Context: an optimization exercise on an open-source flow, tuned for small area. The choices shown serve that exercise and are no tape-out recipe. Function was checked by simulation only, so behaviour that the tests miss may differ from the original. No run shown here takes its clock network from TritonCTS; it comes from the design's own scripts or RTL. The flow treats the clock pin as an ideal source. Dropping or thinning the clock tree relies on that and would not hold on a real chip. Power figures rest on the tool's default switching activity, not on a simulated workload.

## flow/run.sh

```bash
#!/bin/bash
# ORFS layout of the design with:
#  - the standard synthesis, except that ABC maps all the logic, adders
#    included, with the
#    smallest of several area scripts (abc_override.tcl),
#  - the smallest buffer on the ports,
#  - one tie cell per constant value,
#  - a clock tree without dummy loads.
set -e
FLOWDIR=$(cd "$(dirname "$0")" && pwd)
{ cat "$FLOWDIR/abc_override.tcl"; cat synth_recipe.tcl; } > synth_area.tcl
sed "s#SYNTH_SCRIPT=[^ ]*#SYNTH_SCRIPT=$PWD/synth_area.tcl#" standard.sh > standard_area.sh
grep -q "SYNTH_SCRIPT=$PWD/synth_area.tcl" standard_area.sh
export BUFFER_PORTS_ARGS="-buffer_cell sky130_fd_sc_hd__buf_1"
export SKIP_REPAIR_TIE_FANOUT=1
export ABC_FLOW_DIR="$FLOWDIR"
export CTS_ARGS="-sink_clustering_enable -repair_clock_nets -dont_use_dummy_load"
export POST_CTS_TCL="$FLOWDIR/post_cts.tcl"
export CLK_GROUPS=4
export CLK_BUF=sky130_fd_sc_hd__buf_8
bash standard_area.sh > standard.log 2>&1
```

## flow/abc_override.tcl

```tcl
# Sourced before synth_recipe.tcl's body: maps the combinational logic with
# several area-oriented ABC scripts and keeps the smallest result. Only the
# -script argument of ORFS's abc call changes; flip-flops are mapped before
# abc runs, so the registers are those of the standard synthesis.
# Half and full adders are left to ABC too, instead of ORFS's extract_fa
# turning the adders into fixed ha/fa cells first.
proc extract_fa {args} { puts "extract_fa skipped: adders are mapped by ABC" }

set ::abc_flow_dir $::env(ABC_FLOW_DIR)
proc abc {args} {
  set i [lsearch -exact $args -script]
  set lib [lindex $args [expr {[lsearch -exact $args -liberty] + 1}]]
  set scripts [list [lindex $args [expr {$i + 1}]]]
  foreach s [lsort [glob -nocomplain $::abc_flow_dir/area_*.abc]] {
    lappend scripts $s
  }
  yosys design -save pre_abc
  set best_area ""
  set best_script ""
  foreach s $scripts {
    yosys design -load pre_abc
    yosys abc {*}[lreplace $args [expr {$i + 1}] [expr {$i + 1}] $s]
    yosys opt_clean -purge
    set out [yosys tee -q -s result.string stat -liberty $lib]
    regexp {Chip area for module[^:]*:\s*([0-9.]+)} $out -> area
    puts "ABC script $s: area $area"
    if { $best_area eq "" || $area < $best_area } {
      set best_area $area
      set best_script $s
    }
  }
  puts "ABC script chosen: $best_script (area $best_area)"
  yosys design -load pre_abc
  yosys abc {*}[lreplace $args [expr {$i + 1}] [expr {$i + 1}] $best_script]
}
```

## flow/area_1.abc

```
strash
&get -n
&dch -f
&nf -R 1000
&put
topo
```

## flow/area_2.abc

```
strash
&get -n
&dc2
&dch -f
&nf -R 2000
&put
topo
```

## flow/area_3.abc

```
strash
dch
map -a
topo
```

## flow/area_4.abc

```
strash
dch -f
map -a
strash
dch -f
map -a
strash
dch -f
map -a
topo
```

## flow/post_cts.tcl

```tcl
# Rebuilds the clock tree that CTS made as one level of large clock buffers
# fed straight from the clock port: the flip-flops are split into
# $::env(CLK_GROUPS) compact groups of equal size (so every register's clock
# goes through one buffer of the same kind), each driven by one
# $::env(CLK_BUF) placed at the centre of its group.
set block [ord::get_db_block]
set db [ord::get_db]
set clk_net [[$block findBTerm clk] getNet]

# flip-flop clock pins, and the buffers and nets between them and the port
set sinks {}
set tree_insts {}
set tree_nets {}
set todo [list $clk_net]
while { [llength $todo] > 0 } {
  set net [lindex $todo 0]
  set todo [lrange $todo 1 end]
  foreach it [$net getITerms] {
    if { ![$it isInputSignal] && [[$it getMTerm] getIoType] ne "INPUT" } { continue }
    set inst [$it getInst]
    set mname [[$inst getMaster] getName]
    if { [string match "sky130_fd_sc_hd__clkbuf_*" $mname] || [string match "sky130_fd_sc_hd__buf_*" $mname] || [string match "sky130_fd_sc_hd__clkinv*" $mname] } {
      lappend tree_insts $inst
      set out [[$inst findITerm [expr {[string match "*inv*" $mname] ? "Y" : "X"}]] getNet]
      lappend tree_nets $out
      lappend todo $out
    } else {
      lappend sinks $it
    }
  }
}
puts "clock tree rebuild: [llength $sinks] sinks, removing [llength $tree_insts] buffers"
foreach it $sinks { $it disconnect }
foreach inst $tree_insts { odb::dbInst_destroy $inst }
foreach net $tree_nets { odb::dbNet_destroy $net }

# split the sinks into compact groups of equal size: halves by x, then
# each half by y when four groups are asked for
set pts {}
foreach it $sinks {
  set inst [$it getInst]
  set bb [$inst getBBox]
  lappend pts [list [expr {([$bb xMin] + [$bb xMax]) / 2}] [expr {([$bb yMin] + [$bb yMax]) / 2}] $it]
}
proc split_pts { pts idx k } {
  set pts [lsort -integer -index $idx $pts]
  set n [llength $pts]
  set out {}
  for { set g 0 } { $g < $k } { incr g } {
    lappend out [lrange $pts [expr {$g * $n / $k}] [expr {($g + 1) * $n / $k - 1}]]
  }
  return $out
}
set k $::env(CLK_GROUPS)
if { $k == 4 } {
  set groups {}
  foreach half [split_pts $pts 0 2] {
    lappend groups {*}[split_pts $half 1 2]
  }
} else {
  set groups [split_pts $pts 0 $k]
}
set master [$db findMaster $::env(CLK_BUF)]
set g 0
foreach grp $groups {
  set sx 0
  set sy 0
  foreach p $grp { incr sx [lindex $p 0]; incr sy [lindex $p 1] }
  set cx [expr {$sx / [llength $grp]}]
  set cy [expr {$sy / [llength $grp]}]
  set buf [odb::dbInst_create $block $master "clkbuf_leaf_$g"]
  $buf setLocation $cx $cy
  $buf setPlacementStatus PLACED
  set net [odb::dbNet_create $block "clknet_leaf_$g"]
  $net setSigType CLOCK
  [$buf findITerm A] connect $clk_net
  [$buf findITerm X] connect $net
  foreach p $grp { [lindex $p 2] connect $net }
  puts "clock group $g: [llength $grp] sinks, buffer at $cx $cy"
  incr g
}
detailed_placement
check_placement -verbose
estimate_parasitics -placement
report_clock_skew
```

## standard.sh

```bash
#!/bin/bash
# synth_recipe.tcl (not shown) runs the flow's synth.tcl, then flattens the netlist and writes it again
# the make line also repeats each setting of config.mk as NAME=value (left out here)
make -C /OpenROAD-flow-scripts/flow DESIGN_CONFIG=/design/flow/config.mk WORK_HOME=/design/flow/orfs CLKGATE_MAP_FILE= SYNTH_SCRIPT=/design/flow/synth_recipe.tcl "${@:-finish}"
```

## config.mk

```make
export PLATFORM = sky130hd
export DESIGN_NAME = uart_top
export DESIGN_NICKNAME = uart_top
export VERILOG_FILES = /design/flow/design.v
export SDC_FILE = /design/flow/constraint.sdc
export NUM_CORES = 4
export LEC_CHECK = 0
export ABC_AREA = 1
export CAP_MARGIN = 20
export CORE_MARGIN = 2
export CORE_UTILIZATION = 40
export SLEW_MARGIN = 20
```

## constraint.sdc

```tcl
create_clock -name core_clock -period 10.0 [get_ports {clk}]
set_input_delay 2.0000 -clock core_clock [delete_from_list [all_inputs] [get_ports {clk}]]
set_output_delay 2.0000 -clock core_clock [all_outputs]
set_load 0.01 [all_outputs]
```

## design.v

```verilog
`timescale 1ns / 1ps
module uart_rx(
    input            clk,
    input            rst_n,
    input            din,
    output reg [7:0] dout,
    output reg       dout_vld
);
reg       rx0, rx1, rx2;
reg [3:0] ph;
reg [3:0] bn;
wire rx_en = rx2 & ~rx1;
wire idle  = bn[3] & ~bn[0];
wire last  = (bn == 4'd7) & (&ph);
always @(posedge clk or negedge rst_n) begin
    if (!rst_n) begin
        rx0 <= 1'b1;
        rx1 <= 1'b1;
        rx2 <= 1'b1;
    end else begin
        rx0 <= din;
        rx1 <= rx0;
        rx2 <= rx1;
    end
end
always @(posedge clk) begin
    if (rx_en && idle)
        ph <= 4'd0;
    else
        ph <= ph + 4'd1;
end
always @(posedge clk or negedge rst_n) begin
    if (!rst_n)
        bn <= 4'd8;
    else if (rx_en && (idle || last))
        bn <= 4'd15;
    else if (!idle && (&ph))
        bn <= bn + 4'd1;
end
always @(posedge clk or negedge rst_n) begin
    if (!rst_n)
        dout_vld <= 1'b0;
    else
        dout_vld <= last;
end
always @(posedge clk) begin
    if (!bn[3] && ph == 4'd7)
        dout[bn[2:0]] <= rx2;
end
endmodule
`timescale 1ns / 1ps
module uart_tx(
    input            clk,
    input            rst_n,
    input      [7:0] din,
    input            din_vld,
    output reg       dout
);
reg [3:0] ph;
reg [3:0] bn;
wire idle = bn[3] & bn[1];
reg bitv;
always @(*) begin
    case (bn)
        4'd0: bitv = 1'b0;
        4'd1: bitv = din[0];
        4'd2: bitv = din[1];
        4'd3: bitv = din[2];
        4'd4: bitv = din[3];
        4'd5: bitv = din[4];
        4'd6: bitv = din[5];
        4'd7: bitv = din[6];
        4'd8: bitv = din[7];
        default: bitv = 1'b1;
    endcase
end
always @(posedge clk) begin
    if (idle && din_vld)
        ph <= 4'd0;
    else
        ph <= ph + 4'd1;
end
always @(posedge clk or negedge rst_n) begin
    if (!rst_n)
        bn <= 4'd10;
    else if (idle) begin
        if (din_vld)
            bn <= 4'd0;
    end else if (&ph)
        bn <= bn + 4'd1;
end
always @(posedge clk or negedge rst_n) begin
    if (!rst_n)
        dout <= 1'b1;
    else if (ph == 4'd0)
        dout <= bitv;
end
endmodule
`timescale 1ns / 1ps
module uart_top(
    input             clk,
    input             rst_n,
    input             din,
    input             sw8,
    output reg [23:0] pic_out,
    output     [16:0] addr,
    output reg        wr_ram,
    output            tx,
    output reg        pic_done,
    output reg        pic_download,
    output reg [7:0]  rgb_led
);
localparam MONITOR = 3'd0, SEND = 3'd6, STOP = 3'd7;
wire       dout_vld;
wire [7:0] dout;
reg [2:0]  state;
reg [8:0]  addr_r;
reg [15:0] hold;
assign addr = {8'd0, addr_r};
wire [3:0] code = (dout > 8'd57) ? dout[3:0] + 4'd9 : dout[3:0];
wire last_addr = addr_r[8] & addr_r[7] & addr_r[6] & (&addr_r[4:0]);
always @(posedge clk or negedge rst_n) begin
    if (!rst_n) begin
        state    <= MONITOR;
        wr_ram   <= 1'b1;
        pic_out  <= 24'd0;
        addr_r   <= 9'd0;
        pic_done <= 1'b0;
    end else if (state == SEND) begin
        wr_ram   <= 1'b0;
        pic_out  <= {hold, rgb_led};
        pic_done <= last_addr;
        addr_r   <= last_addr ? 9'd0 : addr_r + 9'd1;
        state    <= last_addr ? STOP : MONITOR;
    end else if (state == STOP) begin
        if (sw8)
            state <= MONITOR;
    end else if (dout_vld) begin
        if (state == MONITOR)
            wr_ram <= 1'b1;
        state <= state + 3'd1;
    end
end
always @(posedge clk) begin
    if (dout_vld) begin
        case (state)
            3'd0, 3'd2, 3'd4: hold[3:0] <= code;
            3'd3: hold[15:8] <= rgb_led;
            3'd5: hold[7:0] <= rgb_led;
            default: ;
        endcase
        case (state)
            3'd1, 3'd3, 3'd5: rgb_led <= {hold[3:0], code};
            default: ;
        endcase
    end
end
always @(posedge clk or negedge rst_n) begin
    if (!rst_n)
        pic_download <= 1'b1;
    else
        pic_download <= ~(addr_r[4] | (&addr_r[3:0]));
end
uart_rx uart_rx(
    .clk(clk), .rst_n(rst_n), .din(din),
    .dout(dout), .dout_vld(dout_vld)
);
uart_tx uart_tx(
    .clk(clk), .rst_n(rst_n),
    .din(dout), .din_vld(dout_vld),
    .dout(tx)
);
endmodule
```

==> reports/results.ini, run 1 <==
[sta]
worstMarginPinSlew_ns=0.6568
fmax_ghz=0.3530
finalMaxSlewViolations=0
finalSetupViolCount=0
layout_min_cycle_time_ns=2.833
period_share_pct=28.33
tns_ns=0
relSlewSlack_pct=56.11
rsz0062_at_grt=no
finClkSkew_ns=0.004309
finalHoldViolations=0

[yosys]
synth_ff_type=dfrtp_1
synth_area_leaders=dfrtp_1, edfxtp_1, nand2_1
ys_ff_latch=92
netlist_instances=325
async_flop_share_pct=56.52
syn_avg_cell_area_sq_um=11.24
yosysTopAreaCell=dfrtp_1
yosysWarnings=3
synth_top_area_share_pct=29.46
syn_area_sq_um=3652
syn_nets=329
ys_seq_area_share_pct=66.63
synth_cell_type_count=35
synth_edf_count=32

[global_routing]
antenna_found_initial=0
grt_pass1_vias=2180
grt_start_max_net_pins=53
grt_util_all_layers_pct=13.17
grt_first_pass_wirelength_um=10500
grt_overflow=0

[clock_tree]
clock_sinks=92
cts.reportedPaths.clkPinSlew_ns=0.12
worstSkewPairLatency_ns=0.14

[route]
drcViolationCount=0
vias_per_cell=4.904
postRouteWirelength_um=6182
firstDrtPassIters=4
via_count=2359
drtIter0Drc=82
ant_nets=0
wl_per_cell_um=12.85

[critical_path]
crit_buf_inv=1
end_kind=output pin
slowest_delay_ns=0.55
r2r-start=state[2]
crit_type=reg2out
path_cells=buf_1
path_max_fanout=2
start_kind=flop
r2r_slack_ns=7.69
cp_top_family=flip-flops
cp_slowest_cell=dfstp_2
crit_required_ns=8.00
critPathArrivalTime_ns=0.83
setup.worst_path.start=wr_ram

[floorplan]
fp.dieH_um=99.56
chipWidth_um=99.56
core_sq_um=8806
fp.dieArea_sq_um=9911
start_util_pct=41.47
io_pins=57
rows=34

[power_and_ir_drop]
power.leakage_nw=1.629
ir_worst_vdd_mv=0.07281
powerDensity_nw_per_um2=183.1

[finish]
syn2layout_area_growth_pct=9.627
drive_gt1_share_pct=5.094
antenna_cells=0
instances_no_fill=481
final_util_pct=45.47
fillers=831
final_nets=379

[place]
gp_congestion=0.7199
hpwl_um=4199
numPortBuffers=48
place_inst=477

[min_path]
min_from=uart_rx.rx0
holdCritPathClass=reg2reg

[run]
maxCapViolations=0

[outcome]
outcome=no timing/DRC/antenna violations

[registers in the layout, summed over array words and instances (netlist names), 3 cells and up]
name and count:
pic_out 24, hold 16, addr_r 9, rgb_led 8, uart_rx.dout 8, uart_rx.bn 4, uart_rx.ph 4, uart_tx.bn 4
uart_tx.ph 4, state 3
[layout make-up]
class | instances | area [sq um] | area share, %
buffer | 4 | 60.06 | 1.500
sequential | 92 | 2434 | 60.78
tap | 108 | 135.1 | 3.375
inverter | 5 | 18.77 | 0.4688
multi-input combinational | 220 | 1147 | 28.66
timing repair buffer | 52 | 209.0 | 5.219
[report_power, final]
part | internal, mW | switching [mW]
clock | 0.0460 | 0.0903
sequential | 0.438 | 0.0373
combinational | 0.0443 | 0.0770
[routing by layer]
layer,vias up,wire length [um],GRT usage (%)
met3,2,198,3.725
met5,-,0,0
met2,33,3008,22.25
met4,0,55,2.634
met1,1120,2920,17.09
li1,1204,-,-
[cell usage after synthesis, drive strengths merged, types with 2 or more instances]
master  count
xnor2       8
edfxtp     32
nor3b       3
or2         2
buf         8
and3        7
a21oi      19
xor2        3
a31oi       4
mux2       12
and2        2
nand3b      3
nor2       28
o21ai       9
nand3       6
dfxtp       8
clkinv      5
dfstp       9
dfrtp      43
nand2      94
nor3        5
nor2b       2
[worst paths after layout]
| path | to | cells after the start |
|---|---|---|
| setup / recovery | wr_ram | 1 |
| hold / removal | uart_rx.rx1 | 0 |
| setup reg to reg | addr_r[7] | 7 |
| hold reg to reg | uart_rx.rx1 | 0 |
| max in group asynchronous | uart_tx.bn[0] | 2 |
| min in group asynchronous | pic_out[7] | 2 |
[layout by cell type (no fill, tap or decap), types with 2 or more instances in the layout]
cell type  count
nand2_1       94
buf_1         47
dfrtp_1       43
edfxtp_1      32
nor2_1        27
a21oi_1       19
mux2_1        12
o21ai_0        9
dfstp_2        9
xnor2_1        8
dfxtp_1        8
and3_1         7
nand3_1        6
nor3_1         5
clkinv_1       5
a31oi_1        4
buf_8          4
nand3b_1       3
nor3b_1        3
xor2_1         3
buf_4          3
or2_0          2
nor2b_1        2
and2_0         2
[through the flow]
stage               total power, mW  worst slack [ns]  area, sq um  hold WS (ns)
global placement             0.6028             7.195         3934        0.3484
global route                 0.7754             7.126         4004        0.3729
detailed placement           0.6074             7.111         3944        0.3489
floorplan                    0.5536             7.356         3652        0.3452
finish                       0.7332             7.167         4004        0.3660
[kinds of logic (layout without fill, tap and decap cells)]
logic type,count (synthesis),after routing,synth area share [%]
XOR/XNOR,11,11,2.638
buffers and inverters,13,61,2.158
other,1,1,0.1027
flip-flops,92,92,66.63
AND/OR/NAND/NOR,154,154,17.92
multiplexers,12,12,3.700
AO/OA/AOI/OAI,42,42,6.852
==> inputs of run 2 (changes only) <==
--- a/flow/run.sh
+++ b/flow/run.sh
@@ -6,5 +6,7 @@
 #  - the smallest buffer on the ports,
 #  - one tie cell per constant value,
-#  - a clock tree without dummy loads.
+#  - a one-level clock tree: CTS's tree is replaced by four buffers fed
+#    straight from the clock port, each driving a quarter of the
+#    flip-flops (post_cts.tcl).
 set -e
 FLOWDIR=$(cd "$(dirname "$0")" && pwd)
==> flow/area_5.abc (new file) <==
strash
dc2
drw
drf
dc2
&get -n
&dch -f
&nf -R 2000
&put
topo
==> run 2 against run 1 <==
Effect of this change: clock power about the same; hold slack hardly changed; register-to-register slack improved by 0.47 ns; still clean on timing, DRC and antenna; flip-flop and latch count is the same; first-iteration DRC count down 20%; critical endpoint unchanged; highest routed layer unchanged; sequential power is 18% lower.
==> reports/results.ini, run 2 <==
[critical_path]
r2r-start=state[2]
path_max_fanout=2  ; unchanged
path_cells=buf_1
crit_type=reg2out
crit_buf_inv=1  ; unchanged
start_kind=flop
reg2regPathDepth=6  ; -1
end_kind=output pin
slowest_delay_ns=0.55  ; about the same
crit_required_ns=8.00  ; about the same
r2r_slack_ns=8.16  ; +0.47 ns
critPathArrivalTime_ns=0.84  ; about the same
rr_endpoint=state[1]
cp_top_family=flip-flops
cp_slowest_cell=dfstp_2

[route]
ant_nets=0  ; unchanged
wl_per_cell_um=13.09  ; +1.9%
drtIter0Drc=66  ; -20%
vias_per_cell=4.964  ; +1.2%
postRouteWirelength_um=6180  ; about the same
drcViolationCount=0  ; unchanged
firstDrtPassIters=4  ; unchanged
via_count=2343  ; -0.68%

[clock_tree]
clock_sinks=92  ; unchanged
worstSkewPairLatency_ns=0.15  ; about the same
cts.reportedPaths.clkPinSlew_ns=0.12  ; about the same

[place]
post_dp_cell_area_sq_um=3928  ; -0.41%
hpwl_um=4229  ; +0.71%
place_inst=468  ; -1.9%
numPortBuffers=48  ; unchanged
gp_congestion=0.7783  ; +8.1%

[global_routing]
grt_start_max_net_pins=53  ; unchanged
grt_overflow=0  ; unchanged
grt_pass1_vias=2220  ; +1.8%
antenna_found_initial=0  ; unchanged
grt_first_pass_wirelength_um=10700  ; +1.9%
grt_util_all_layers_pct=13.31  ; +0.14 points

[finish]
final_common_cell=nor2_1
instances_no_fill=472  ; -1.9%
antenna_cells=0  ; unchanged
mostFrequentLayoutCells=nor2_1, buf_1, dfrtp_1
design_area_sq_um=3993  ; -0.28%
syn2layout_area_growth_pct=9.732  ; about the same
largest_reg_flops=24  ; unchanged
drive_gt1_share_pct=5.769  ; +0.68 points
reg_top3=pic_out x24, hold x16, addr_r x9
final_nets=370  ; -2.4%
top_register=pic_out

[yosys]
ys_seq_area_share_pct=66.88  ; +0.25 points
ys_top_cells_by_count=nor2_1, dfrtp_1, edfxtp_1
synth_top_area_share_pct=29.57  ; +0.11 points
ys_ff_latch=92  ; unchanged
synth_ff_type=dfrtp_1
synth_area_leaders=dfrtp_1, edfxtp_1, nor2_1
syn_area_sq_um=3638  ; -0.38%
netlist_instances=316  ; -2.8%
yosysTopAreaCell=dfrtp_1
syn_avg_cell_area_sq_um=11.51  ; +2.5%
yosysWarnings=3  ; unchanged
async_flop_share_pct=56.52  ; unchanged
synth_cell_type_count=35  ; unchanged
syn_nets=320  ; -2.7%
yosysMostFrequentCell=nor2_1
synth_edf_count=32  ; unchanged

[min_path]
holdCritPathClass=reg2reg
hold_depth=0  ; unchanged
min_from=uart_rx.rx0
hold_end=uart_rx.rx1

[sta]
worstMarginPinSlew_ns=0.6617  ; +0.004932 ns
rsz0062_at_grt=no
fmax_ghz=0.3519  ; -0.32%
finClkSkew_ns=0.01166  ; +0.007352 ns
tns_ns=0  ; unchanged
relSlewSlack_pct=55.88  ; -0.22 points
period_share_pct=28.42  ; +0.091 points
finalSetupViolCount=0  ; unchanged
whs_ns=0.3662  ; +0.0001910 ns
layout_min_cycle_time_ns=2.842  ; +0.009150 ns
finalHoldViolations=0  ; unchanged
finalMaxSlewViolations=0  ; unchanged

[outcome]
outcome=no timing/DRC/antenna violations

[floorplan]
fp.dieH_um=99.38  ; -0.18%
io_pins=57  ; unchanged
rows=34  ; unchanged
fp.dieArea_sq_um=9875  ; -0.36%
core_sq_um=8763  ; -0.48%
start_util_pct=41.52  ; +0.044 points
chipWidth_um=99.38  ; -0.18%

[power_and_ir_drop]
powerDensity_nw_per_um2=132.8  ; -28%
ir_worst_vdd_mv=0.06529  ; -10%
p_sw_mw=0.09502  ; -54%
combPwrFrac_pct=1.2  ; -15 points
p_int_mw=0.4350  ; -18%
p_clk_share_pct=25.4  ; +6.8 points
sw_frac_of_total_pct=17.93  ; -10 points
power.total_mw=0.5301  ; -28%
power.leakage_nw=1.653  ; +1.5%
seqPwrFrac_pct=73.4  ; +8.5 points

[run]
maxCapViolations=0  ; unchanged

## run 2: cell types whose count changed after synthesis, sizes merged, moves of 2 or more
| cell | delta |
|---|---|
| nor2 | +69 |
| xnor2 | -4 |
| nand2 | -79 |
| and2 | +2 |
| clkinv | -2 |
| xor2 | +2 |
## run 2: kinds of logic after synthesis
group           after synthesis  share of synthesized area [%]
flops                        92                          66.88
other cells                   1                         0.1031
xor+xnor                      9                          2.166
mux                          14                          4.642
simple gates                149                          17.81
compound gates               40                          6.431
buf+inv                      11                          1.960
## run 2: layout make-up
| type | instances | area, sq um |
|---|---|---|
| repair buffers | 52 | 211.5 |
| fillers | 832 | 4771 |
| multi-input cells | 213 | 1141 |
| well taps | 108 | 135.1 |
| inverters | 3 | 11.26 |
| plain buffers | 4 | 60.06 |
| flip-flops and latches | 92 | 2434 |
## run 2: worst max-delay path by stage
stage               endpoint  slack (ns)         start  cells after the start
floorplan           state[1]        7.22           sw8                      3
global placement    state[1]        7.15           sw8                      4
detailed placement  state[2]        7.09           sw8                      5
global route              tx        7.10  uart_tx.dout                      1
finish                wr_ram        7.16        wr_ram                      1
## run 2: power groups by stage
stage | logic (mW) | clock network, mW | registers (mW)
after global placement | 0.00679 | 0 | 0.397
after detailed placement | 0.00691 | 0 | 0.397
final | 0.00644 | 0.135 | 0.389
after floorplan | 0.00400 | 0 | 0.397
after global routing | 0.00781 | 0.154 | 0.389
## run 2: per-layer routing
| layer | vias to the layer above | part of all wire [%] | routed length (um) | track usage (%) |
|---|---|---|---|---|
| li1 | 1182 | - | - | - |
| met1 | 1124 | 47 | 2920 | 17.47 |
| met5 | - | 0 | 0 | 0 |
| met2 | 33 | 48 | 2984 | 22.56 |
| met4 | 0 | 0.79 | 49 | 2.529 |
| met3 | 4 | 3.7 | 226 | 3.514 |
## run 2: metrics by stage
step	utilization (%)	setup slack, ns
6_report	45.56	7.158
5_1_grt	45.56	7.105
3_3_place_gp	44.82	7.154
3_5_place_dp	44.82	7.090
2_1_floorplan	-	7.223
==> inputs of run 3 (changes only) <==
--- a/config.mk
+++ b/config.mk
@@ -7,6 +7,6 @@
 export LEC_CHECK = 0
 export ABC_AREA = 1
-export CAP_MARGIN = 20
+export CAP_MARGIN = 0
 export CORE_MARGIN = 2
 export CORE_UTILIZATION = 40
-export SLEW_MARGIN = 20
+export SLEW_MARGIN = 0
==> run 3 against run 2 <==
Effect of this change: setup slack is essentially flat; largest power group unchanged; combinational power barely moved; via count up 0.13%; sequential share of layout area is 0.077 points higher; flip-flop and latch count unchanged; die area stayed put; critical endpoint unchanged; clock power about the same; critical path type unchanged; register-to-register slack got worse by 0.13 ns; utilization decreased by 0.057 points; highest routed layer unchanged.
==> reports/results.ini, run 3 <==
[outcome]
outcome=no timing/DRC/antenna violations

[critical_path]
critPathArrivalTime_ns=0.84  ; about the same
end_kind=output pin
crit_type=reg2out
path_cells=buf_1
path_max_fanout=2  ; unchanged
crit_buf_inv=1  ; unchanged
cp_num_cells=1  ; unchanged
cp_slowest_cell=dfstp_2
start_kind=flop
reg2regPathDepth=2  ; -4
r2r_slack_ns=8.03  ; -0.13 ns
crit_required_ns=8.00  ; about the same
cp_top_family=flip-flops
slowest_delay_ns=0.55  ; about the same

[yosys]
syn_area_sq_um=3638  ; unchanged
ys_top_cells_by_count=nor2_1, dfrtp_1, edfxtp_1
synth-xor-area-share_pct=2.166  ; unchanged
muxShareOfSynthArea_pct=4.642  ; unchanged
synth_area_leaders=dfrtp_1, edfxtp_1, nor2_1
synth_ff_type=dfrtp_1
async_flop_share_pct=56.52  ; unchanged
ys_ff_latch=92  ; unchanged
synth_top_area_share_pct=29.57  ; unchanged
yosysTopAreaCell=dfrtp_1
syn_nets=320  ; unchanged
syn_avg_cell_area_sq_um=11.51  ; unchanged
yosysMostFrequentCell=nor2_1
netlist_instances=316  ; unchanged
synth-compound-area-share_pct=6.431  ; unchanged
yosys.area_share.simple_pct=17.81  ; unchanged
ys_seq_area_share_pct=66.88  ; unchanged
synth_edf_count=32  ; unchanged
synth_top_family_by_area=simple AND/OR/NAND/NOR gates
synthAdderAreaFrac_pct=0  ; unchanged
synth_cell_type_count=35  ; unchanged
yosysWarnings=3  ; unchanged

[global_routing]
antenna_found_initial=0  ; unchanged
grt_pass1_vias=2220  ; unchanged
grt_first_pass_wirelength_um=10700  ; unchanged
grt_overflow=0  ; unchanged
grt_util_all_layers_pct=13.31  ; unchanged
grt_start_max_net_pins=53  ; unchanged

[finish]
fillers=832  ; unchanged
drive_gt1_share_pct=5.495  ; -0.27 points
final_common_cell=nor2_1
antenna_cells=0  ; unchanged
multi_input_comb_area_sq_um=1136  ; -0.44%
seq_area_sq_um=2434  ; unchanged
largest_reg_flops=24  ; unchanged
final_nets=370  ; unchanged
syn2layout_area_growth_pct=9.594
instances_no_fill=472  ; unchanged
mostFrequentLayoutCells=nor2_1, buf_1, dfrtp_1
reg_top3=pic_out x24, hold x16, addr_r x9
top_register=pic_out

[route]
postRouteWirelength_um=6164  ; -0.26%
ant_nets=0  ; unchanged
vias_per_cell=4.970  ; +0.13%
firstDrtPassIters=4  ; unchanged
drcViolationCount=0  ; unchanged
drtIter0Drc=72  ; +9.1%
via_count=2346  ; +0.13%
wl_per_cell_um=13.06  ; -0.26%

[power_and_ir_drop]
p_clk_share_pct=25.4  ; about the same
powerDensity_nw_per_um2=132.9  ; +0.13%
ir_worst_vdd_mv=0.06530  ; about the same
power.leakage_nw=1.650  ; -0.18%
seqPwrFrac_pct=73.4  ; about the same
combPwrFrac_pct=1.2  ; about the same
sw_frac_of_total_pct=17.93  ; about the same
p_int_mw=0.4350  ; unchanged
p_sw_mw=0.09502  ; about the same

[place]
place_inst=468  ; unchanged
pre_cts_slack_ns=7.090  ; unchanged
hpwl_um=4229  ; unchanged
gp_congestion=0.7783  ; unchanged
numPortBuffers=48  ; unchanged

[sta]
whs_ns=0.3662  ; +0.000008000 ns
finalMaxSlewViolations=0  ; unchanged
worstMarginPinSlew_ns=1.136  ; +0.4744 ns
fin_ws_ns=7.158  ; -0.00005000 ns
finalHoldViolations=0  ; unchanged
layout_min_cycle_time_ns=2.842  ; +0.00005000 ns
period_share_pct=28.42  ; about the same
rsz0062_at_grt=no
finalSetupViolCount=0  ; unchanged
fmax_ghz=0.3519  ; about the same
tns_ns=0  ; unchanged
relSlewSlack_pct=24.10  ; -32 points
finClkSkew_ns=0.01167  ; +0.000004600 ns

[floorplan]
rows=34  ; unchanged
fp.dieArea_sq_um=9875  ; unchanged
start_util_pct=41.52  ; unchanged
chipWidth_um=99.38  ; unchanged
core_sq_um=8763  ; unchanged
io_pins=57  ; unchanged
fp.dieH_um=99.38  ; unchanged

[clock_tree]
clock_sinks=92  ; unchanged
cts.reportedPaths.clkPinSlew_ns=0.12  ; about the same
worstSkewPairLatency_ns=0.15  ; about the same

[run]
maxCapViolations=0  ; unchanged

[min_path]
hold_depth=0  ; unchanged
holdCritPathClass=reg2reg

[run 3: cell counts after synthesis]
Identical to the previous run, type by type.
[run 3: stage by stage]
| stage | util (%) | power, mW | area (sq um) |
|---|---|---|---|
| after global placement | 44.82 | 0.4035 | 3928 |
| final | 45.50 | 0.5301 | 3988 |
| after floorplan | - | 0.4005 | 3638 |
| after global routing | 45.50 | 0.5505 | 3988 |
| after detailed placement | 44.82 | 0.4036 | 3928 |
[run 3: kinds of logic (layout without fill, tap and decap cells)]
kind of cell / after synthesis / count (layout)
compound gates: 40 / 40
other cells: 1 / 1
buf+inv: 11 / 59
flops: 92 / 92
xor+xnor: 9 / 9
simple gates: 149 / 149
mux: 14 / 14
[run 3: per-layer routing]
layer / up-vias / GRT usage [%] / share of wire, % / wire length (um)
met1: 1121 / 17.47 / 47 / 2912
met4: 0 / 2.529 / 0.79 / 49
met3: 4 / 3.514 / 3.8 / 236
li1: 1182 / - / - / -
met2: 39 / 22.56 / 48 / 2966
met5: - / 0 / 0 / 0
[run 3: power by group through the flow]
stage	clock network, mW	logic [mW]	registers, mW
2_1_floorplan	0	0.00400	0.397
3_3_place_gp	0	0.00679	0.397
3_5_place_dp	0	0.00691	0.397
5_1_grt	0.154	0.00781	0.389
6_report	0.135	0.00643	0.389
[run 3: path summary, 6_finish.rpt]
| check | start | endpoint |
|---|---|---|
| max reg2reg | uart_rx.ph[0] | uart_rx.dout[3] |
| min in group asynchronous | rst_n | pic_out[6] |
| max | wr_ram | wr_ram |
| max in group asynchronous | rst_n | pic_out[17] |
| min reg2reg | uart_rx.rx0 | uart_rx.rx1 |
| min | uart_rx.rx0 | uart_rx.rx1 |
[run 3: cell type report]
cell class,instances,share of cell area [%]
plain buffers,4,1.506
inverters,3,0.2824
multi-input cells,213,28.49
flip-flops and latches,92,61.03
well taps,108,3.389
repair buffers,52,5.303
==> inputs of run 4 (changes only) <==
--- a/flow/run.sh
+++ b/flow/run.sh
@@ -8,5 +8,6 @@
 #  - a one-level clock tree: CTS's tree is replaced by four buffers fed
 #    straight from the clock port, each driving a quarter of the
-#    flip-flops (post_cts.tcl).
+#    flip-flops (post_cts.tcl); a buffer whose estimated clock slew is
+#    high is made stronger.
 set -e
 FLOWDIR=$(cd "$(dirname "$0")" && pwd)
@@ -21,3 +22,5 @@
 export CLK_GROUPS=4
 export CLK_BUF=sky130_fd_sc_hd__buf_8
+export CLK_BUF_BIG=sky130_fd_sc_hd__buf_12
+export CLK_SLEW_MAX=0.115
 bash standard_area.sh > standard.log 2>&1
--- a/flow/post_cts.tcl
+++ b/flow/post_cts.tcl
@@ -83,3 +83,23 @@
 check_placement -verbose
 estimate_parasitics -placement
+
+# a group whose clock pins' estimated slew is over $::env(CLK_SLEW_MAX) ns
+# gets the stronger $::env(CLK_BUF_BIG) instead
+set big [$db findMaster $::env(CLK_BUF_BIG)]
+for { set i 0 } { $i < $g } { incr i } {
+  set worst 0
+  foreach it [[$block findNet "clknet_leaf_$i"] getITerms] {
+    if { [[$it getMTerm] getName] ne "CLK" } { continue }
+    set s [get_property [get_pins [[$it getInst] getName]/CLK] slew_max]
+    if { $s > $worst } { set worst $s }
+  }
+  puts "clock group $i: estimated worst clock-pin slew $worst ns"
+  if { $worst > $::env(CLK_SLEW_MAX) } {
+    [$block findInst "clkbuf_leaf_$i"] swapMaster $big
+    puts "clock group $i: buffer changed to $::env(CLK_BUF_BIG)"
+  }
+}
+detailed_placement
+check_placement -verbose
+estimate_parasitics -placement
 report_clock_skew
--- a/config.mk
+++ b/config.mk
@@ -7,6 +7,6 @@
 export LEC_CHECK = 0
 export ABC_AREA = 1
-export CAP_MARGIN = 0
+export CAP_MARGIN = 20
 export CORE_MARGIN = 2
 export CORE_UTILIZATION = 40
-export SLEW_MARGIN = 0
+export SLEW_MARGIN = 20
==> run 4 against run 3 <==
Effect of this change: routed wire length rose by 1.5%; sequential power about the same; cell count is the same; design area up 0.63%; fmax grew 0.77%; register-to-register slack better by 0.13 ns; sequential share of layout area fell by 0.38 points; utilization rose by 0.29 points; first-iteration DRC count up 28%; largest cell class unchanged.
==> reports/results.ini, run 4 <==
[outcome]
outcome=no timing/DRC/antenna violations

[critical_path]
r2r-start=state[2]
path_max_fanout=2  ; unchanged
cp_slowest_cell=dfstp_2
rr_endpoint=state[1]
slowest_delay_ns=0.54  ; about the same
crit_required_ns=8.00  ; about the same
path_cells=buf_1
setup.worst_path.start=wr_ram
crit_buf_inv=1  ; unchanged
cp_top_family=flip-flops
crit_type=reg2out
end_kind=output pin
reg2regPathDepth=6  ; +4
r2r_slack_ns=8.16  ; +0.13 ns
critPathArrivalTime_ns=0.82  ; -0.02 ns
start_kind=flop

[yosys]
synth_ff_type=dfrtp_1
syn_nets=320  ; unchanged
yosysMostFrequentCell=nor2_1
ys_ff_latch=92  ; unchanged
ys_top_cells_by_count=nor2_1, dfrtp_1, edfxtp_1
ys_seq_area_share_pct=66.88  ; unchanged
syn_avg_cell_area_sq_um=11.51  ; unchanged
synth_edf_count=32  ; unchanged
synth_top_area_share_pct=29.57  ; unchanged
netlist_instances=316  ; unchanged
synth_cell_type_count=35  ; unchanged
syn_area_sq_um=3638  ; unchanged
yosysTopAreaCell=dfrtp_1
synth_area_leaders=dfrtp_1, edfxtp_1, nor2_1
yosysWarnings=3  ; unchanged
async_flop_share_pct=56.52  ; unchanged

[global_routing]
grt_first_pass_wirelength_um=10770  ; +0.64%
antenna_found_initial=0  ; unchanged
grt_start_max_net_pins=53  ; unchanged
grt_pass1_vias=2242  ; +0.99%
grt_overflow=0  ; unchanged
grt_util_all_layers_pct=13.40  ; +0.090 points

[floorplan]
rows=34  ; unchanged
fp.dieH_um=99.38  ; unchanged
chipWidth_um=99.38  ; unchanged
core_sq_um=8763  ; unchanged
fp.dieArea_sq_um=9875  ; unchanged
start_util_pct=41.52  ; unchanged
io_pins=57  ; unchanged

[sta]
worstMarginPinSlew_ns=0.6657  ; -0.4704 ns
finClkSkew_ns=0.007839  ; -0.003826 ns
tns_ns=0  ; unchanged
finalSetupViolCount=0  ; unchanged
layout_min_cycle_time_ns=2.820  ; -0.02181 ns
period_share_pct=28.20  ; -0.22 points
finalHoldViolations=0  ; unchanged
fmax_ghz=0.3546  ; +0.77%
finalMaxSlewViolations=0  ; unchanged
relSlewSlack_pct=55.62  ; +32 points
whs_ns=0.3620  ; -0.004181 ns
rsz0062_at_grt=no

[min_path]
hold_end=uart_rx.rx1
holdCritPathClass=reg2reg
hold_depth=0  ; unchanged
min_from=uart_rx.rx0

[finish]
top_register=pic_out
antenna_cells=0  ; unchanged
largest_reg_flops=24  ; unchanged
final_common_cell=nor2_1
fillers=828  ; -0.48%
reg_top3=pic_out x24, hold x16, addr_r x9
final_util_pct=45.79  ; +0.29 points
drive_gt1_share_pct=5.769  ; +0.27 points
syn2layout_area_growth_pct=10.28
final_nets=370  ; unchanged
mostFrequentLayoutCells=nor2_1, buf_1, dfrtp_1

[clock_tree]
cts.reportedPaths.clkPinSlew_ns=0.09  ; -0.03 ns
worstSkewPairLatency_ns=0.13  ; -0.02 ns
clock_sinks=92  ; unchanged

[place]
hpwl_um=4229  ; unchanged
numPortBuffers=48  ; unchanged
gp_congestion=0.7783  ; unchanged

[power_and_ir_drop]
powerDensity_nw_per_um2=137.1  ; +3.1%
power.total_mw=0.5500  ; +3.8%
power.leakage_nw=1.661  ; +0.66%
ir_worst_vdd_mv=0.06509  ; -0.31%

[route]
drcViolationCount=0  ; unchanged
ant_nets=0  ; unchanged
wl_per_cell_um=13.25  ; +1.5%
drtIter0Drc=92  ; +28%
vias_per_cell=4.998  ; +0.55%
via_count=2359  ; +0.55%
postRouteWirelength_um=6256  ; +1.5%
firstDrtPassIters=4  ; unchanged

[run]
maxCapViolations=0  ; unchanged

run 4: cell counts after synthesis:
Identical to the previous run, type by type.
run 4: how the worst max path moves through the flow:
| stage | endpoint | slack (ns) | cells past startpoint |
|---|---|---|---|
| after global routing | state[2] | 7.12 | 5 |
| after floorplan | state[1] | 7.22 | 3 |
| after detailed placement | state[2] | 7.09 | 5 |
| after global placement | state[1] | 7.15 | 4 |
| final | wr_ram | 7.18 | 1 |
run 4: kinds of logic (layout without fill, tap and decap cells):
family          Yosys count  in the layout  synth area share [%]
mux                      14             14                 4.642
compound gates           40             40                 6.431
other cells               1              1                0.1031
flops                    92             92                 66.88
xor+xnor                  9              9                 2.166
buf+inv                  11             59                 1.960
simple gates            149            149                 17.81
run 4: stage by stage:
step | worst slack [ns] | cell area, sq um | std cells
floorplan | 7.223 | 3638 | 316
global placement | 7.154 | 3928 | 468
detailed placement | 7.090 | 3928 | 468
global route | 7.120 | 4013 | 472
finish | 7.180 | 4013 | 472
run 4: area by class of cell:
| type | instances | area, sq um | share of cell area [%] |
|---|---|---|---|
| buffer | 4 | 80.08 | 1.996 |
| multi-input combinational | 213 | 1141 | 28.44 |
| sequential | 92 | 2434 | 60.65 |
| tap | 108 | 135.1 | 3.368 |
| inverter | 3 | 11.26 | 0.2806 |
| timing repair buffer | 52 | 211.5 | 5.270 |
run 4: per-layer routing:
layer	vias to the layer above	GRT usage [%]	wire length, um
met5	-	0	0
li1	1183	-	-
met1	1139	17.33	2952
met4	0	2.529	40
met2	34	23.02	3036
met3	3	3.514	227
run 4: power by group:
group | internal (mW) | switching, mW | leakage [nW]
Combinational | 0.000790 | 0.00567 | 0.579
Clock | 0.0650 | 0.0892 | 0.0376
Sequential | 0.389 | 0.000629 | 1.04
==> inputs of run 5 (changes only) <==
--- a/flow/run.sh
+++ b/flow/run.sh
@@ -23,4 +23,4 @@
 export CLK_BUF=sky130_fd_sc_hd__buf_8
 export CLK_BUF_BIG=sky130_fd_sc_hd__buf_12
-export CLK_SLEW_MAX=0.115
+export CLK_SLEW_MAX=0.120
 bash standard_area.sh > standard.log 2>&1
--- a/config.mk
+++ b/config.mk
@@ -7,6 +7,7 @@
 export LEC_CHECK = 0
 export ABC_AREA = 1
-export CAP_MARGIN = 20
+export CAP_MARGIN = 0
 export CORE_MARGIN = 2
 export CORE_UTILIZATION = 40
-export SLEW_MARGIN = 20
+export PLACE_DENSITY = 0.85
+export SLEW_MARGIN = 0
==> run 5 against run 4 <==
Effect of this change: global-route usage is essentially flat; clock skew grew 0.0063 ns; setup slack lost 0.0049 ns; sequential power is essentially flat; critical path depth is the same; die area is the same; hold slack gained 0.00071 ns; largest power group unchanged.
==> reports/results.ini, run 5 <==
[floorplan]
fp.dieArea_sq_um=9875  ; unchanged
fp.dieH_um=99.38  ; unchanged
rows=34  ; unchanged
start_util_pct=41.52  ; unchanged
chipWidth_um=99.38  ; unchanged
io_pins=57  ; unchanged
core_sq_um=8763  ; unchanged

[clock_tree]
cts.reportedPaths.clkPinSlew_ns=0.11  ; +0.02 ns
clock_sinks=92  ; unchanged
worstSkewPairLatency_ns=0.14  ; about the same

[global_routing]
grt_pass1_vias=2303  ; +2.7%
antenna_found_initial=0  ; unchanged
grt_overflow=0  ; unchanged
grt_util_all_layers_pct=13.43  ; +0.025 points
use_met1_pct=15.98  ; -1.3 points
grt_use_met2_pct=24.53  ; +1.5 points
top_usage_layer=met2
grt_first_pass_wirelength_um=10680  ; -0.83%
grt_start_max_net_pins=53  ; unchanged
use_met3_pct=2.389  ; -1.1 points

[yosys]
synth_edf_count=32  ; unchanged
yosysTopAreaCell=dfrtp_1
synth_ff_type=dfrtp_1
ys_top_cells_by_count=nor2_1, dfrtp_1, edfxtp_1
ys_ff_latch=92  ; unchanged
synth_cell_type_count=35  ; unchanged
async_flop_share_pct=56.52  ; unchanged
synth_top_area_share_pct=29.57  ; unchanged
synth_area_leaders=dfrtp_1, edfxtp_1, nor2_1
yosysMostFrequentCell=nor2_1
syn_avg_cell_area_sq_um=11.51  ; unchanged
ys_seq_area_share_pct=66.88  ; unchanged
netlist_instances=316  ; unchanged
syn_nets=320  ; unchanged
syn_area_sq_um=3638  ; unchanged
yosysWarnings=3  ; unchanged

[sta]
relSlewSlack_pct=22.28  ; -33 points
tns_ns=0  ; unchanged
finalMaxSlewViolations=0  ; unchanged
worstMarginPinSlew_ns=1.163  ; +0.4975 ns
whs_ns=0.3627  ; +0.0007060 ns
finalHoldViolations=0  ; unchanged
finClkSkew_ns=0.01411  ; +0.006271 ns
layout_min_cycle_time_ns=2.825  ; +0.004920 ns
rsz0062_at_grt=no
fmax_ghz=0.3540  ; -0.17%
period_share_pct=28.25  ; +0.049 points
finalSetupViolCount=0  ; unchanged

[finish]
top_register=pic_out
final_common_cell=nor2_1
antenna_cells=0  ; unchanged
mostFrequentLayoutCells=nor2_1, buf_1, dfrtp_1
drive_gt1_share_pct=5.234  ; -0.54 points
reg_top3=pic_out x24, hold x16, addr_r x9
design_area_sq_um=3990  ; -0.56%
instances_no_fill=471  ; -0.21%
syn2layout_area_growth_pct=9.663
largest_reg_flops=24  ; unchanged
final_nets=369  ; -0.27%

[min_path]
holdCritPathClass=reg2reg

[critical_path]
slowest_delay_ns=0.55  ; about the same
start_kind=flop
crit_required_ns=8.00  ; about the same
cp_slowest_cell=dfstp_2
path_cells=buf_1
crit_buf_inv=1  ; unchanged
cp_top_family=flip-flops
crit_type=reg2out
end_kind=output pin
path_max_fanout=2  ; unchanged
critPathArrivalTime_ns=0.83  ; about the same

[power_and_ir_drop]
ir_worst_vdd_mv=0.07732  ; +19%
powerDensity_nw_per_um2=134.7  ; -1.7%
power.leakage_nw=1.648  ; -0.75%
power.total_mw=0.5374  ; -2.3%

[place]
numPortBuffers=48  ; unchanged
post_dp_cell_area_sq_um=3920  ; -0.19%
gp_congestion=0.8100  ; +4.1%
place_inst=467  ; -0.21%
hpwl_um=4546  ; +7.5%

[route]
ant_nets=0  ; unchanged
via_count=2422  ; +2.7%
vias_per_cell=5.142  ; +2.9%
postRouteWirelength_um=6532  ; +4.4%
firstDrtPassIters=4  ; unchanged
wl_per_cell_um=13.87  ; +4.6%
drtIter0Drc=149  ; +62%
drcViolationCount=0  ; unchanged

[outcome]
outcome=no timing/DRC/antenna violations

[run]
maxCapViolations=0  ; unchanged

[run 5: layout make-up]
| type | instances | area, sq um |
|---|---|---|
| flip-flops and latches | 92 | 2434 |
| multi-input cells | 213 | 1136 |
| well taps | 108 | 135.1 |
| inverters | 3 | 11.26 |
| repair buffers | 51 | 203.9 |
| plain buffers | 4 | 70.07 |
| fillers | 788 | 4773 |
[run 5: per-layer routing]
metal	vias to the layer above	share of wire [%]
li1	1177	-
met1	1181	43
met2	55	52
met3	9	4.0
met4	0	1.6
met5	-	0
[run 5: kinds of logic after synthesis]
family	synth area share, %
xor+xnor	2.166
flops	66.88
compound gates	6.431
mux	4.642
simple gates	17.81
buf+inv	1.960
other cells	0.1031
[run 5: path summary, 6_finish.rpt]
kind                              startpoint            end  slack, ns  cells after the start
worst max-delay path            uart_tx.dout             tx       7.17                      1
worst min-delay path             uart_rx.rx0    uart_rx.rx1       0.36                      0
worst max register to register      state[2]      addr_r[7]       7.29                      7
worst min register to register   uart_rx.rx0    uart_rx.rx1       0.36                      0
max in group asynchronous              rst_n       state[0]       7.58                      2
min in group asynchronous              rst_n  uart_tx.bn[0]       1.95                      2
[run 5: per-stage QoR]
step,setup slack [ns],util [%]
after floorplan,7.223,-
after global placement,7.113,44.73
after detailed placement,7.059,44.73
after global routing,6.940,45.53
final,7.175,45.53
[run 5: power breakdown]
group          switching, mW  internal [mW]
sequential          0.000604          0.388
clock                 0.0864         0.0555
combinational        0.00563       0.000790
total                 0.0927          0.445
==> inputs of run 6 (changes only) <==
--- a/config.mk
+++ b/config.mk
@@ -10,4 +10,4 @@
 export CORE_MARGIN = 2
 export CORE_UTILIZATION = 40
-export PLACE_DENSITY = 0.85
+export PLACE_DENSITY = 0.95
 export SLEW_MARGIN = 0
==> run 6 against run 5 <==
Effect of this change: via count is 1.6% lower; synthesized cell count unchanged; setup slack lost 0.017 ns; utilization decreased by 0.11 points; critical path depth unchanged; power is 1.9% lower; global-route usage up 0.22 points; fmax fell by 0.59%; first-iteration DRC count rose by 1.3%; design area shrank 0.25%; critical endpoint unchanged; largest power group unchanged.
==> reports/results.ini, run 6 <==
[run]
maxCapViolations=0  ; unchanged

[clock_tree]
worstSkewPairLatency_ns=0.14  ; about the same
cts.reportedPaths.clkPinSlew_ns=0.12  ; about the same
clock_sinks=92  ; unchanged

[floorplan]
chipWidth_um=99.38  ; unchanged
core_sq_um=8763  ; unchanged
start_util_pct=41.52  ; unchanged
rows=34  ; unchanged
io_pins=57  ; unchanged
fp.dieArea_sq_um=9875  ; unchanged
fp.dieH_um=99.38  ; unchanged

[power_and_ir_drop]
ir_worst_vdd_mv=0.06324  ; -18%
p_clk_share_pct=25.0  ; -1.4 points
p_int_mw=0.4350  ; -2.2%
power.leakage_nw=1.645  ; -0.24%
p_sw_mw=0.09225  ; -0.46%
seqPwrFrac_pct=73.8  ; +1.4 points
combPwrFrac_pct=1.2  ; about the same
sw_frac_of_total_pct=17.50  ; +0.25 points
powerDensity_nw_per_um2=132.5  ; -1.6%
power.total_mw=0.5273  ; -1.9%

[critical_path]
path_cells=buf_1
critPathArrivalTime_ns=0.84  ; about the same
r2r-start=state[2]
reg2regPathDepth=7  ; unchanged
crit_required_ns=8.00  ; about the same
cp_slowest_cell=dfstp_2
end_kind=output pin
crit_type=reg2out
crit_path_end=tx
slowest_delay_ns=0.55  ; about the same
path_max_fanout=2  ; unchanged
start_kind=flop
cp_num_cells=1  ; unchanged
cp_top_family=flip-flops
setup.worst_path.start=uart_tx.dout
crit_buf_inv=1  ; unchanged
r2r_slack_ns=7.33  ; +0.04 ns
rr_endpoint=addr_r[7]

[yosys]
synth_top_family_by_area=simple AND/OR/NAND/NOR gates
synth-compound-area-share_pct=6.431  ; unchanged
muxShareOfSynthArea_pct=4.642  ; unchanged
syn_area_sq_um=3638  ; unchanged
syn_avg_cell_area_sq_um=11.51  ; unchanged
yosysMostFrequentCell=nor2_1
synth_edf_count=32  ; unchanged
syn_nets=320  ; unchanged
synth-xor-area-share_pct=2.166  ; unchanged
ys_seq_area_share_pct=66.88  ; unchanged
ys_top_cells_by_count=nor2_1, dfrtp_1, edfxtp_1
ys_ff_latch=92  ; unchanged
yosysTopAreaCell=dfrtp_1
netlist_instances=316  ; unchanged
synth_cell_type_count=35  ; unchanged
synth_area_leaders=dfrtp_1, edfxtp_1, nor2_1
async_flop_share_pct=56.52  ; unchanged
synthAdderAreaFrac_pct=0  ; unchanged
synth_ff_type=dfrtp_1
yosys.area_share.simple_pct=17.81  ; unchanged
synth_top_area_share_pct=29.57  ; unchanged
yosysWarnings=3  ; unchanged

[global_routing]
grt_overflow=0  ; unchanged
grt_start_max_net_pins=53  ; unchanged
grt_first_pass_wirelength_um=10810  ; +1.2%
grt_util_all_layers_pct=13.65  ; +0.22 points
antenna_found_initial=0  ; unchanged
grt_pass1_vias=2254  ; -2.1%

[route]
ant_nets=0  ; unchanged
vias_per_cell=5.062  ; -1.6%
firstDrtPassIters=4  ; unchanged
via_count=2384  ; -1.6%
drcViolationCount=0  ; unchanged
wl_per_cell_um=13.67  ; -1.4%
drtIter0Drc=151  ; +1.3%
postRouteWirelength_um=6438  ; -1.4%

[finish]
mostFrequentLayoutCells=nor2_1, buf_1, dfrtp_1
design_area_sq_um=3980  ; -0.25%
fillers=788  ; unchanged
drive_gt1_share_pct=5.234  ; unchanged
largest_reg_flops=24  ; unchanged
reg_top3=pic_out x24, hold x16, addr_r x9
syn2layout_area_growth_pct=9.388
top_register=pic_out
final_nets=369  ; unchanged
final_common_cell=nor2_1
antenna_cells=0  ; unchanged

[min_path]
holdCritPathClass=reg2reg

[sta]
finClkSkew_ns=0.007943  ; -0.006167 ns
layout_min_cycle_time_ns=2.842  ; +0.01682 ns
fin_ws_ns=7.158  ; -0.01682 ns
whs_ns=0.3626  ; -0.00005900 ns
rsz0062_at_grt=no
tns_ns=0  ; unchanged
fmax_ghz=0.3519  ; -0.59%
period_share_pct=28.42  ; +0.17 points
finalMaxSlewViolations=0  ; unchanged
worstMarginPinSlew_ns=1.160  ; -0.003301 ns
relSlewSlack_pct=22.50  ; +0.22 points
finalHoldViolations=0  ; unchanged
finalSetupViolCount=0  ; unchanged

[place]
numPortBuffers=48  ; unchanged
hpwl_um=4577  ; +0.68%
post_dp_cell_area_sq_um=3920  ; unchanged
gp_congestion=0.8431  ; +4.1%
pre_cts_slack_ns=7.046  ; -0.01242 ns

[outcome]
outcome=no timing/DRC/antenna violations

## run 6: cell count changes in the layout (fill, tap and decap cells not counted)
cell and delta:
buf_8 +2, buf_12 -2
## run 6: logic make-up after synthesis
family | count (synthesis)
compound gates | 40
xor+xnor | 9
buf+inv | 11
flops | 92
mux | 14
other cells | 1
simple gates | 149
## run 6: stage by stage
step	cells	utilization [%]
3_3_place_gp	467	44.73
5_1_grt	471	45.42
2_1_floorplan	316	-
3_5_place_dp	467	44.73
6_report	471	45.42
## run 6: area by class of cell
cell class                      count  area (sq um)  area share (%)
Timing Repair Buffer               51         203.9           5.124
Tap cell                          108         135.1           3.395
Inverter                            3         11.26          0.2829
Buffer                              4         60.06           1.509
Multi-Input combinational cell    213          1136           28.54
Sequential cell                    92          2434           61.14
## run 6: power groups by stage
stage	sequential [mW]	combinational [mW]	clock (mW)
2_1_floorplan	0.397	0.00400	0
3_3_place_gp	0.397	0.00653	0
3_5_place_dp	0.397	0.00666	0
5_1_grt	0.389	0.00759	0.148
6_report	0.389	0.00640	0.132
## run 6: worst min path at each step
stage	depth (start not counted)	start	slack, ns	end
6_report	0	uart_rx.rx0	0.36	uart_rx.rx1
2_1_floorplan	0	uart_rx.rx0	0.35	uart_rx.rx1
3_5_place_dp	0	uart_rx.rx0	0.35	uart_rx.rx1
3_3_place_gp	0	uart_rx.rx0	0.35	uart_rx.rx1
5_1_grt	0	uart_rx.rx0	0.37	uart_rx.rx1
## run 6: metal layers
layer	part of all wire, %	global-route usage, %	vias up
met5	0	0	-
met4	0.68	2.213	0
met3	3.9	3.725	4
met2	54	25.88	58
met1	42	15.56	1143
li1	-	-	1179
==> inputs of run 7 (changes only) <==
--- a/config.mk
+++ b/config.mk
@@ -10,4 +10,3 @@
 export CORE_MARGIN = 2
 export CORE_UTILIZATION = 40
-export PLACE_DENSITY = 0.95
 export SLEW_MARGIN = 0
==> run 7 against run 6 <==
Effect of this change: still clean on timing, DRC and antenna; combinational power about the same; register-to-register slack improved by 0.71 ns; critical path depth unchanged; die area unchanged; clock skew increased by 0.0029 ns; synthesized area unchanged; flip-flop and latch count unchanged; power increased by 3.4%; first-iteration DRC count decreased by 44%; clock power increased by 14%; largest cell class unchanged.
==> reports/results.ini, run 7 <==
[place]
pre_cts_slack_ns=7.090  ; +0.04395 ns
numPortBuffers=48  ; unchanged
hpwl_um=4229  ; -7.6%
gp_congestion=0.7783  ; -7.7%

[yosys]
yosysTopAreaCell=dfrtp_1
synth_edf_count=32  ; unchanged
yosysWarnings=3  ; unchanged
synth_cell_type_count=35  ; unchanged
synth_top_area_share_pct=29.57  ; unchanged
async_flop_share_pct=56.52  ; unchanged
yosysMostFrequentCell=nor2_1
ys_top_cells_by_count=nor2_1, dfrtp_1, edfxtp_1
syn_nets=320  ; unchanged
syn_avg_cell_area_sq_um=11.51  ; unchanged
ys_seq_area_share_pct=66.88  ; unchanged
syn_area_sq_um=3638  ; unchanged
synth_area_leaders=dfrtp_1, edfxtp_1, nor2_1
synth_ff_type=dfrtp_1
ys_ff_latch=92  ; unchanged
netlist_instances=316  ; unchanged

[critical_path]
cp_top_family=flip-flops
rr_endpoint=uart_rx.dout[3]
path_cells=buf_1
cp_num_cells=1  ; unchanged
reg2regPathDepth=2  ; -5
crit_buf_inv=1  ; unchanged
slowest_delay_ns=0.54  ; about the same
setup.worst_path.start=wr_ram
r2r-start=uart_rx.ph[0]
r2r_slack_ns=8.04  ; +0.71 ns
crit_type=reg2out
cp_slowest_cell=dfstp_2
crit_path_end=wr_ram
critPathArrivalTime_ns=0.82  ; -0.02 ns
end_kind=output pin
crit_required_ns=8.00  ; about the same
path_max_fanout=2  ; unchanged
start_kind=flop

[finish]
drive_gt1_share_pct=5.495  ; +0.26 points
final_nets=370  ; +0.27%
syn2layout_area_growth_pct=10.01
reg_top3=pic_out x24, hold x16, addr_r x9
final_common_cell=nor2_1
mostFrequentLayoutCells=nor2_1, buf_1, dfrtp_1
top_register=pic_out
antenna_cells=0  ; unchanged
largest_reg_flops=24  ; unchanged
multi_input_comb_area_sq_um=1136  ; unchanged
seq_area_sq_um=2434  ; unchanged
fillers=828  ; +5.1%
final_util_pct=45.67  ; +0.26 points

[global_routing]
grt_overflow=0  ; unchanged
antenna_found_initial=0  ; unchanged
grt_util_all_layers_pct=13.39  ; -0.26 points
grt_first_pass_wirelength_um=10760  ; -0.38%
grt_pass1_vias=2238  ; -0.71%
grt_start_max_net_pins=53  ; unchanged

[sta]
rsz0062_at_grt=no
period_share_pct=28.19  ; -0.23 points
fin_ws_ns=7.181  ; +0.02279 ns
relSlewSlack_pct=24.10  ; +1.6 points
worstMarginPinSlew_ns=1.136  ; -0.02383 ns
finalHoldViolations=0  ; unchanged
layout_min_cycle_time_ns=2.819  ; -0.02279 ns
finClkSkew_ns=0.01085  ; +0.002908 ns
fmax_ghz=0.3547  ; +0.81%
tns_ns=0  ; unchanged
finalSetupViolCount=0  ; unchanged
finalMaxSlewViolations=0  ; unchanged
whs_ns=0.3620  ; -0.0006510 ns

[run]
maxCapViolations=0  ; unchanged

[route]
postRouteWirelength_um=6227  ; -3.3%
vias_per_cell=4.977  ; -1.7%
wl_per_cell_um=13.19  ; -3.5%
drtIter0Drc=84  ; -44%
via_count=2349  ; -1.5%
drcViolationCount=0  ; unchanged
ant_nets=0  ; unchanged
firstDrtPassIters=6  ; +2

[clock_tree]
clock_sinks=92  ; unchanged
cts.reportedPaths.clkPinSlew_ns=0.09  ; -0.03 ns
worstSkewPairLatency_ns=0.14  ; about the same

[floorplan]
chipWidth_um=99.38  ; unchanged
start_util_pct=41.52  ; unchanged
core_sq_um=8763  ; unchanged
rows=34  ; unchanged
io_pins=57  ; unchanged
fp.dieH_um=99.38  ; unchanged
fp.dieArea_sq_um=9875  ; unchanged

[outcome]
outcome=no timing/DRC/antenna violations

[power_and_ir_drop]
powerDensity_nw_per_um2=136.2  ; +2.8%
power.leakage_nw=1.656  ; +0.69%
ir_worst_vdd_mv=0.06489  ; +2.6%
power.total_mw=0.5452  ; +3.4%

[min_path]
holdCritPathClass=reg2reg
min_from=uart_rx.rx0

[run 7: cell counts after synthesis]
No cell type changed its count.
[run 7: cell families (layout without fill, tap and decap cells)]
logic type	Yosys count	in the layout	share of synthesized area (%)
multiplexers	14	14	4.642
buffers and inverters	11	59	1.960
AO/OA/AOI/OAI	40	40	6.431
AND/OR/NAND/NOR	149	149	17.81
flip-flops	92	92	66.88
XOR/XNOR	9	9	2.166
other	1	1	0.1031
[run 7: cell type report]
cell class	count	share of cell area (%)
inverter	3	0.2813
buffer	4	1.876
tap	108	3.376
sequential	92	60.80
multi-input combinational	213	28.38
timing repair buffer	52	5.283
[run 7: routing by layer]
layer / share of wire (%) / wire length, um / global-route usage (%)
met1: 47 / 2951 / 17.33
met2: 48 / 3001 / 22.97
met3: 3.8 / 235 / 3.514
met4: 0.63 / 39 / 2.529
met5: 0 / 0 / 0
[run 7: report_power, final]
group	leakage, nW	internal [mW]	switching (mW)
Combinational	0.576	0.000790	0.00564
Sequential	1.04	0.388	0.000632
Clock	0.0356	0.0603	0.0893
Total	1.66	0.450	0.0956
[run 7: worst min-delay path by stage]
stage / cells after the start / endpoint
finish: 0 / uart_rx.rx1
global route: 0 / uart_rx.rx1
detailed placement: 0 / uart_rx.rx1
global placement: 0 / uart_rx.rx1
floorplan: 0 / uart_rx.rx1
[run 7: metrics by stage]
| stage | instances | cell area (sq um) |
|---|---|---|
| 3_3_place_gp | 468 | 3928 |
| 6_report | 472 | 4003 |
| 3_5_place_dp | 468 | 3928 |
| 5_1_grt | 472 | 4003 |
| 2_1_floorplan | 316 | 3638 |
==> inputs of run 8 (changes only) <==
==> flow/area_6.abc (new file) <==
strash
ifraig
dc2
drw
dc2
&get -n
&dch -f
&nf -R 1000
&put
strash
&get -n
&dch -f
&nf -R 1000
&put
topo
==> flow/area_7.abc (new file) <==
strash
dc2
drw
drf
dc2
drw
drf
dc2
&get -n
&dch -f
&nf -R 2000 -p
&put
topo
==> flow/area_8.abc (new file) <==
strash
dc2
drw
drf
dc2
drw
drf
dc2
&get -n
&dch -f
&nf -R 1000
&put
topo
--- a/config.mk
+++ b/config.mk
@@ -10,3 +10,4 @@
 export CORE_MARGIN = 2
 export CORE_UTILIZATION = 40
+export PLACE_DENSITY = 0.95
 export SLEW_MARGIN = 0
==> run 8 against run 7 <==
Effect of this change: design area decreased by 0.72%; highest routed layer unchanged; register-to-register slack got worse by 0.80 ns; setup slack improved by 0.0029 ns; hold slack about the same; sequential share of layout area increased by 0.44 points; flip-flop and latch count unchanged; clock power decreased by 3%; critical path depth unchanged; largest cell class unchanged.
==> reports/results.ini, run 8 <==
[power_and_ir_drop]
powerDensity_nw_per_um2=189.9  ; +39%
power.total_mw=0.7546  ; +38%
ir_worst_vdd_mv=0.09549  ; +47%
power.leakage_nw=1.561  ; -5.7%

[critical_path]
crit_type=reg2out
path_cells=buf_1
critPathArrivalTime_ns=0.82  ; about the same
cp_top_family=flip-flops
crit_buf_inv=1  ; unchanged
path_max_fanout=2  ; unchanged
cp_slowest_cell=dfstp_2
crit_required_ns=8.00  ; about the same
end_kind=output pin
start_kind=flop
slowest_delay_ns=0.54  ; about the same

[yosys]
ys_seq_area_share_pct=67.05  ; +0.16 points
synth_edf_count=32  ; unchanged
async_flop_share_pct=56.52  ; unchanged
yosysTopAreaCell=dfrtp_1
syn_avg_cell_area_sq_um=13.39  ; +16%
ys_ff_latch=92  ; unchanged
synth_top_area_share_pct=29.64  ; +0.071 points
netlist_instances=271  ; -14%
synth_cell_type_count=33  ; -5.7%
yosysMostFrequentCell=dfrtp_1
ys_top_cells_by_count=dfrtp_1, mux2_1, nor2_1
yosysWarnings=3  ; unchanged
synth_ff_type=dfrtp_1
syn_area_sq_um=3630  ; -0.24%
syn_nets=275  ; -14%
synth_area_leaders=dfrtp_1, edfxtp_1, mux2_1

[sta]
finalHoldViolations=0  ; unchanged
period_share_pct=28.16  ; -0.029 points
finalMaxSlewViolations=0  ; unchanged
finalSetupViolCount=0  ; unchanged
fin_ws_ns=7.184  ; +0.002870 ns
relSlewSlack_pct=20.66  ; -3.4 points
finClkSkew_ns=0.01713  ; +0.006274 ns
rsz0062_at_grt=no
fmax_ghz=0.3551  ; +0.10%
tns_ns=0  ; unchanged
layout_min_cycle_time_ns=2.816  ; -0.002870 ns
worstMarginPinSlew_ns=1.181  ; +0.04492 ns

[route]
ant_nets=0  ; unchanged
postRouteWirelength_um=6076  ; -2.4%
via_count=2226  ; -5.2%
drtIter0Drc=159  ; +89%
drcViolationCount=0  ; unchanged
vias_per_cell=5.238  ; +5.2%
wl_per_cell_um=14.30  ; +8.4%
firstDrtPassIters=5  ; -1

[finish]
final_nets=323  ; -13%
top_register=pic_out
drive_gt1_share_pct=5.678  ; +0.18 points
largest_reg_flops=24  ; unchanged
reg_top3=pic_out x24, hold x16, addr_r x9
antenna_cells=0  ; unchanged
instances_no_fill=425  ; -10%
final_common_cell=buf_1
mostFrequentLayoutCells=buf_1, dfrtp_1, mux2_1
syn2layout_area_growth_pct=9.479

[place]
hpwl_um=4374  ; +3.4%
place_inst=421  ; -10%
numPortBuffers=48  ; unchanged
gp_congestion=0.7787  ; about the same
pre_cts_slack_ns=7.225  ; +0.1344 ns

[outcome]
outcome=no timing/DRC/antenna violations

[global_routing]
grt_pass1_vias=2138  ; -4.5%
antenna_found_initial=0  ; unchanged
grt_start_max_net_pins=53  ; unchanged
grt_first_pass_wirelength_um=10210  ; -5.1%
grt_util_all_layers_pct=12.70  ; -0.69 points
grt_overflow=0  ; unchanged

[floorplan]
io_pins=57  ; unchanged
fp.dieArea_sq_um=9853  ; -0.23%
core_sq_um=8763  ; unchanged
fp.dieH_um=99.26  ; -0.12%
start_util_pct=41.42  ; -0.10 points
chipWidth_um=99.26  ; -0.12%
rows=34  ; unchanged

[clock_tree]
clock_sinks=92  ; unchanged
cts.reportedPaths.clkPinSlew_ns=0.09  ; about the same
worstSkewPairLatency_ns=0.14  ; about the same

[min_path]
holdCritPathClass=reg2reg

[run]
maxCapViolations=0  ; unchanged

## run 8: cell count changes after synthesis, sizes merged, moves of 2 or more
cell,previous run,this run
mux2,13,36
o21ai,10,8
nand3,7,1
nor2,97,35
nor3b,3,1
nor3,6,9
## run 8: report_power, final
part	internal, mW	switching, mW	total (mW)
logic	0.0530	0.0725	0.125
clock network	0.0556	0.0893	0.145
registers	0.442	0.0418	0.484
## run 8: area by class of cell
class | count | area, sq um
inverter | 3 | 11.26
sequential | 92 | 2434
buffer | 4 | 70.07
multi-input combinational | 168 | 1127
timing repair buffer | 50 | 196.4
fill | 777 | 4790
tap | 108 | 135.1
## run 8: per-stage QoR
stage / utilization, % / hold slack [ns] / instance area, sq um
2_1_floorplan: - / 0.3452 / 3630
3_3_place_gp: 44.55 / 0.3487 / 3904
3_5_place_dp: 44.55 / 0.3500 / 3904
5_1_grt: 45.35 / 0.3682 / 3974
6_report: 45.35 / 0.3622 / 3974
## run 8: worst paths after layout
check                             start             to  slack [ns]  depth (start not counted)
setup / recovery           uart_tx.dout             tx        7.18                          1
hold / removal              uart_rx.rx0    uart_rx.rx1        0.36                          0
setup reg to reg               state[2]       state[2]        7.24                         10
hold reg to reg             uart_rx.rx0    uart_rx.rx1        0.36                          0
max in group asynchronous         rst_n  uart_rx.bn[1]        7.57                          2
min in group asynchronous         rst_n    pic_out[21]        1.95                          2
## run 8: cells by family (layout without fill, tap and decap cells)
kind of cell / count (synthesis) / count (layout) / share of synthesized area, %
AO/OA/AOI/OAI: 38 / 38 / 6.033
XOR/XNOR: 11 / 11 / 2.654
buffers and inverters: 11 / 57 / 1.965
flip-flops: 92 / 92 / 67.05
multiplexers: 37 / 37 / 11.79
other: 1 / 1 / 0.1033
AND/OR/NAND/NOR: 81 / 81 / 10.41
## run 8: routing by layer
metal / global-route usage [%] / routed length (um)
met5: 0 / 0
met2: 22.45 / 3093
met4: 2.318 / 38
met1: 16.10 / 2677
met3: 3.022 / 267

port drivers added, routing unchanged:
In the flow no input, the clock included, has a driving cell. The finished layouts below were timed again as built, in two steps. Step 1, drivers: a clkbuf_16 drives clk and a buf_2 each remaining input, both assumed. Step 2 times the ports against the registers' clock, not the clock port: input delays grow and output delays shrink by t, the midpoint of the rising clock arrivals with the driver on. a / b / c = ideal ports / drivers / drivers and shift; a / b = the first two.
run	t, ns	slack for setup (ns)
run 1	0.214	7.167 / 7.095 / 7.103
run 2	0.214	7.158 / 7.084 / 7.094
run 3	0.214	7.158 / 7.084 / 7.097
run 4	0.207	7.180 / 7.098 / 7.090
run 5	0.207	7.175 / 7.097 / 7.042
run 6	0.212	7.158 / 7.085 / 7.027
run 7	0.211	7.181 / 7.100 / 7.086
run 8	0.208	7.184 / 7.108 / 7.222
After both steps every run listed still meets setup and hold.
